Background: an optimization exercise with open tools, aiming at small area and a short achievable clock period. Do not read the settings as production practice. In this exercise RTL edits were held to simulation tests only and were not proved equivalent to the original. Power is estimated from default activity; no workload was simulated.

Setup of main:
// int_fu
module int_fu (
    input  logic                  clk,
    input  logic                  rst,
    input  logic [INT_DATA_W-1:0] add_a,
    input  logic [INT_DATA_W-1:0] add_b,
    input  logic                  add_valid_i,
    output logic [INT_DATA_W-1:0] add_result,
    output logic                  add_valid_o,
    input  logic [INT_DATA_W-1:0] sub_a,
    input  logic [INT_DATA_W-1:0] sub_b,
    input  logic                  sub_valid_i,
    output logic [INT_DATA_W-1:0] sub_result,
    output logic                  sub_valid_o,
    input  logic [INT_DATA_W-1:0] mul_a,
    input  logic [INT_DATA_W-1:0] mul_b,
    input  logic                  mul_valid_i,
    output logic [INT_DATA_W-1:0] mul_result,
    output logic                  mul_busy,
    input  logic [INT_DATA_W-1:0] div_a,
    input  logic [INT_DATA_W-1:0] div_b,
    input  logic                  div_valid_i,
    output logic [INT_DATA_W-1:0] div_result,
    output logic                  div_busy
);
    adder int_adder (
        .clk(clk), .rst(rst), .a(add_a), .b(add_b), .valid_i(add_valid_i),
        .result(add_result), .valid_o(add_valid_o)
    );
    subtractor int_subtractor (
        .clk(clk), .rst(rst), .a(sub_a), .b(sub_b), .valid_i(sub_valid_i),
        .result(sub_result), .valid_o(sub_valid_o)
    );
    multiplier int_multiplier (
        .clk(clk), .rst(rst), .a(mul_a), .b(mul_b), .valid_i(mul_valid_i),
        .result(mul_result), .busy(mul_busy)
    );
    divider int_divider (
        .clk(clk), .rst(rst), .a(div_a), .b(div_b), .valid_i(div_valid_i),
        .result(div_result), .busy(div_busy)
    );
endmodule
Size: ~260 flip-flops, roughly 390 I/O pins, roughly 25000 um2 of cells after synthesis.
Settings: LEC_CHECK=0, CAP_MARGIN=20, CORE_MARGIN=2, CORE_UTILIZATION=60, CTS_BUF_LIST=sky130_fd_sc_hd__clkbuf_4, SLEW_MARGIN=20; clock period 85.0 ns.
standard.sh (not shown) runs the stock make flow with config.mk's settings and CLKGATE_MAP_FILE= SYNTH_SCRIPT=/design/flow/synth_recipe.tcl, a recipe that flattens the netlist after the stock synthesis.
==> flow/flow/run.sh <==
#!/bin/bash
# The standard layout, with the smallest buffer cell on the ports in place of
# the one buffer_ports picks by default, a clock tree of smaller buffers
# without dummy loads, and timing repair asked to reach a setup slack of
# SETUP_SLACK_MARGIN ns.
set -euo pipefail
export BUFFER_PORTS_ARGS="-buffer_cell sky130_fd_sc_hd__buf_1"
export CTS_ARGS="-sink_clustering_enable -repair_clock_nets -dont_use_dummy_load -buf_list sky130_fd_sc_hd__clkbuf_8 -sink_clustering_size 20 -sink_clustering_max_diameter 60"
bash standard.sh SETUP_SLACK_MARGIN=66 > standard.log 2>&1
main went all the way through synthesis, placement and routing and the layout is clean on timing, DRC and antenna.
diff inputs: main => the feature branch
==> flow/flow/run.sh <==
#!/bin/bash
# The standard layout, with the smallest buffer cell on the ports in place of
# the one buffer_ports picks by default.
set -euo pipefail
export BUFFER_PORTS_ARGS="-buffer_cell sky130_fd_sc_hd__buf_1"
bash standard.sh > standard.log 2>&1
Results
The feature branch finished every stage and its layout cleared the timing, design-rule and antenna checks.
Between the feature branch and main, clock skew is lower for the feature branch, main comes in above that.
Changes observed in the feature branch relative to main: synthesis-to-finish area growth shrank by 0.69 points; final area moved down; global-route wire length before repair went up by about 0.9%; summed instance area of the synthesized netlist stayed essentially flat; endpoint arrival time on the critical path increased 1.20 ns.


int_fu, a different RTL version from the one above (not shown whole).
Size: about 260 flip-flops, ~0.024 mm2 of cells after synthesis.
export LEC_CHECK = 0
export CAP_MARGIN = 20
export CORE_MARGIN = 2
export CORE_UTILIZATION = 60
export SLEW_MARGIN = 20
export SYNTH_HIERARCHICAL = 1
create_clock -name core_clock -period 85.0 [get_ports {clk}]
==> flow/flow/run.sh <==
#!/bin/bash
# The standard layout, with the smallest buffer cell on the ports in place of
# the one buffer_ports picks by default, a clock tree of smaller buffers
# without dummy loads, and timing repair asked to reach a setup slack of
# SETUP_SLACK_MARGIN ns.
set -euo pipefail
export BUFFER_PORTS_ARGS="-buffer_cell sky130_fd_sc_hd__buf_1"
export CTS_ARGS="-sink_clustering_enable -repair_clock_nets -dont_use_dummy_load -buf_list sky130_fd_sc_hd__clkbuf_8 -sink_clustering_size 16 -sink_clustering_max_diameter 80"
bash standard.sh SETUP_SLACK_MARGIN=66 > standard.log 2>&1
Next try:
--- a/flow/config.mk
+++ b/flow/config.mk
@@ -10,3 +10,2 @@
 export CORE_UTILIZATION = 60
 export SLEW_MARGIN = 20
-export SYNTH_HIERARCHICAL = 1
Non-clock buffer count climbs by 47.
Final area drops slightly.
Total power climbs by a few percent.
Sequential power hardly moves.


Another version of the RTL of int_fu (not shown whole).
Size: about 260 flip-flops, about 390 I/O pins.
clock: 85.0 ns
lec_check: 0
cap_margin: 20
core_margin: 2
core_utilization: 60
slew_margin: 20
synth_hierarchical: 1
==> flow/flow/run.sh <==
#!/bin/bash
# The standard layout, with the smallest buffer cell on the ports in place of
# the one buffer_ports picks by default, a clock tree of smaller buffers
# without dummy loads, and timing repair asked to reach a setup slack of
# SETUP_SLACK_MARGIN ns.
set -euo pipefail
export BUFFER_PORTS_ARGS="-buffer_cell sky130_fd_sc_hd__buf_1"
export CTS_ARGS="-sink_clustering_enable -repair_clock_nets -dont_use_dummy_load -buf_list sky130_fd_sc_hd__clkbuf_8 -sink_clustering_size 18 -sink_clustering_max_diameter 70"
bash standard.sh SETUP_SLACK_MARGIN=65.85 > standard.log 2>&1
Edit:
--- a/flow/flow/run.sh
+++ b/flow/flow/run.sh
@@ -8,2 +8,2 @@
-export CTS_ARGS="-sink_clustering_enable -repair_clock_nets -dont_use_dummy_load -buf_list sky130_fd_sc_hd__clkbuf_8 -sink_clustering_size 18 -sink_clustering_max_diameter 70"
-bash standard.sh SETUP_SLACK_MARGIN=65.85 > standard.log 2>&1
+export CTS_ARGS="-sink_clustering_enable -repair_clock_nets -dont_use_dummy_load -buf_list sky130_fd_sc_hd__clkbuf_8 -sink_clustering_size 14 -sink_clustering_max_diameter 70"
+bash standard.sh SETUP_SLACK_MARGIN=65.7 > standard.log 2>&1
Outcome: The new run finished with timing, DRC and antenna clean. Combinational power grows by about 0.9%. Global-route usage shrinks by 0.47 points. Register-to-register slack stays flat.


Setup of oak:
int_fu, a different RTL version from the one above (not shown whole).
For scale: ~2500 cells after synthesis, roughly 260 flip-flops, about 390 I/O pins, ~23000 sq um of cells after synthesis.
Settings: LEC_CHECK=0, CAP_MARGIN=20, CORE_MARGIN=2, CORE_UTILIZATION=70, SLEW_MARGIN=20, SYNTH_HIERARCHICAL=1; clock period 85.0 ns.
==> flow/flow/run.sh <==
#!/bin/bash
# The standard layout, with the smallest buffer cell on the ports in place of
# the one buffer_ports picks by default, a clock tree of smaller buffers
# without dummy loads, and timing repair asked to reach a setup slack of
# SETUP_SLACK_MARGIN ns.
set -euo pipefail
export BUFFER_PORTS_ARGS="-buffer_cell sky130_fd_sc_hd__buf_1"
export CTS_ARGS="-sink_clustering_enable -repair_clock_nets -dont_use_dummy_load -buf_list sky130_fd_sc_hd__clkbuf_16 -sink_clustering_size 30 -sink_clustering_max_diameter 100"
bash standard.sh SETUP_SLACK_MARGIN=66 > standard.log 2>&1
In summary, oak completed successfully, with a layout that passed the timing, design-rule and antenna checks.
Setup changes, oak to pine
Settings: CORE_UTILIZATION: 70 -> 60.
==> flow/flow/run.sh <==
#!/bin/bash
# The standard layout, with the smallest buffer cell on the ports in place of
# the one buffer_ports picks by default, a clock tree of smaller buffers
# without dummy loads, and timing repair asked to reach a setup slack of
# SETUP_SLACK_MARGIN ns.
set -euo pipefail
export BUFFER_PORTS_ARGS="-buffer_cell sky130_fd_sc_hd__buf_1"
export CTS_ARGS="-sink_clustering_enable -repair_clock_nets -dont_use_dummy_load -buf_list sky130_fd_sc_hd__clkbuf_8 -sink_clustering_size 14 -sink_clustering_max_diameter 70"
bash standard.sh SETUP_SLACK_MARGIN=65.7 > standard.log 2>&1
Findings:
Diff oak -> pine: actual slew at the worst max-slew pin decreased 0.030 ns; count of boundary I/O pins stayed essentially flat.
Per the comparison of pine with oak, final weighted congestion of routability-driven global placement has decreased; clock period minus final worst setup slack -0.014 ns; global-route wire length before repair now sits lower; setup slack now sits higher; depth of the worst register-to-register path rose by 3.


int_fu again, from the RTL that the note above started with.
==> flow/design.v (excerpt) <==
module int_fu (
    input  logic                  clk,
    input  logic                  rst,
    input  logic [INT_DATA_W-1:0] add_a,
    input  logic [INT_DATA_W-1:0] add_b,
    input  logic                  add_valid_i,
    output logic [INT_DATA_W-1:0] add_result,
    output logic                  add_valid_o,
    input  logic [INT_DATA_W-1:0] sub_a,
    input  logic [INT_DATA_W-1:0] sub_b,
    input  logic                  sub_valid_i,
    output logic [INT_DATA_W-1:0] sub_result,
    output logic                  sub_valid_o,
    input  logic [INT_DATA_W-1:0] mul_a,
    input  logic [INT_DATA_W-1:0] mul_b,
    input  logic                  mul_valid_i,
    output logic [INT_DATA_W-1:0] mul_result,
    output logic                  mul_busy,
    input  logic [INT_DATA_W-1:0] div_a,
    input  logic [INT_DATA_W-1:0] div_b,
    input  logic                  div_valid_i,
    output logic [INT_DATA_W-1:0] div_result,
    output logic                  div_busy
);
    adder int_adder (
        .clk(clk), .rst(rst), .a(add_a), .b(add_b), .valid_i(add_valid_i),
        .result(add_result), .valid_o(add_valid_o)
    );
    subtractor int_subtractor (
        .clk(clk), .rst(rst), .a(sub_a), .b(sub_b), .valid_i(sub_valid_i),
        .result(sub_result), .valid_o(sub_valid_o)
    );
    multiplier int_multiplier (
        .clk(clk), .rst(rst), .a(mul_a), .b(mul_b), .valid_i(mul_valid_i),
        .result(mul_result), .busy(mul_busy)
    );
    divider int_divider (
        .clk(clk), .rst(rst), .a(div_a), .b(div_b), .valid_i(div_valid_i),
        .result(div_result), .busy(div_busy)
    );
endmodule
clock: 85.0 ns
lec_check: 0
cap_margin: 20
core_margin: 2
core_utilization: 70
slew_margin: 20
synth_hierarchical: 1
==> flow/flow/run.sh <==
#!/bin/bash
# The standard layout, with the smallest buffer cell on the ports in place of
# the one buffer_ports picks by default, a clock tree of smaller buffers
# without dummy loads, and timing repair asked to reach a setup slack of
# SETUP_SLACK_MARGIN ns.
set -euo pipefail
export BUFFER_PORTS_ARGS="-buffer_cell sky130_fd_sc_hd__buf_1"
export CTS_ARGS="-sink_clustering_enable -repair_clock_nets -dont_use_dummy_load -buf_list sky130_fd_sc_hd__clkbuf_8 -sink_clustering_size 12 -sink_clustering_max_diameter 60"
bash standard.sh SETUP_SLACK_MARGIN=66.3 > standard.log 2>&1
The baseline finished with timing, DRC and antenna clean.
Change:
==> flow/flow/run.sh (replaced) <==
#!/bin/bash
# The standard layout, with the smallest buffer cell on the ports in place of
# the one buffer_ports picks by default, a clock tree of smaller buffers
# without dummy loads, and timing repair asked to reach a setup slack of
# SETUP_SLACK_MARGIN ns.
set -euo pipefail
export BUFFER_PORTS_ARGS="-buffer_cell sky130_fd_sc_hd__buf_1"
export CTS_ARGS="-sink_clustering_enable -repair_clock_nets -dont_use_dummy_load -buf_list sky130_fd_sc_hd__clkbuf_8 -sink_clustering_size 16 -sink_clustering_max_diameter 80"
bash standard.sh SETUP_SLACK_MARGIN=66 > standard.log 2>&1
- CORE_UTILIZATION: 70 -> 60
Flip-flop and latch count does not change.
Count of clock-buffer cells in the layout came out lower by 6.
Design area came out lower slightly.
Register-to-register slack gets worse by 250 ps.

separate check: timing with driven ports:
The flow's constraints put no driver on any port. The routed layouts listed below were extracted and timed again, unchanged, in two steps. Step 1 (the two cells are an assumption about what drives the block):
set clk [get_ports {clk}]
set_driving_cell -lib_cell sky130_fd_sc_hd__clkbuf_16 $clk
set_driving_cell -lib_cell sky130_fd_sc_hd__buf_2 [delete_from_list [all_inputs] $clk]
Step 2 times the ports against the registers' clock, not the clock port: input delays grow and output delays shrink by t, the midpoint of the rising clock arrivals with the driver on. Slacks: ideal / step 1 / step 2; pairs: ideal / step 1.
run	t, ns	slack for setup (ns)	worst register clock-pin slew, ns
main	0.653	65.899 / 65.893 / 65.240	0.11 / 0.11
the feature branch	0.830	64.887 / 64.907 / 64.077	0.08 / 0.08
the first run of note 2	0.643	66.220 / 66.126 / 65.484	0.11 / 0.11
the second run of note 2	0.644	65.749 / 65.766 / 65.122	0.11 / 0.11
the first run of note 3	0.667	65.929 / 65.941 / 65.274	0.12 / 0.12
the second run of note 3	0.666	65.835 / 65.855 / 65.189	0.10 / 0.10
oak	0.548	65.995 / 66.012 / 65.464	0.12 / 0.12
pine	0.668	66.009 / 66.029 / 65.361	0.10 / 0.10
the first run of note 5	0.672	66.173 / 66.175 / 65.502	0.09 / 0.09
the second run of note 5	0.652	66.068 / 66.092 / 65.440	0.12 / 0.12
After both steps every run listed still meets setup and hold. The setup slack of the feature branch, which loses most, moves by +0.020 ns with the drivers and by -0.810 ns with both steps.
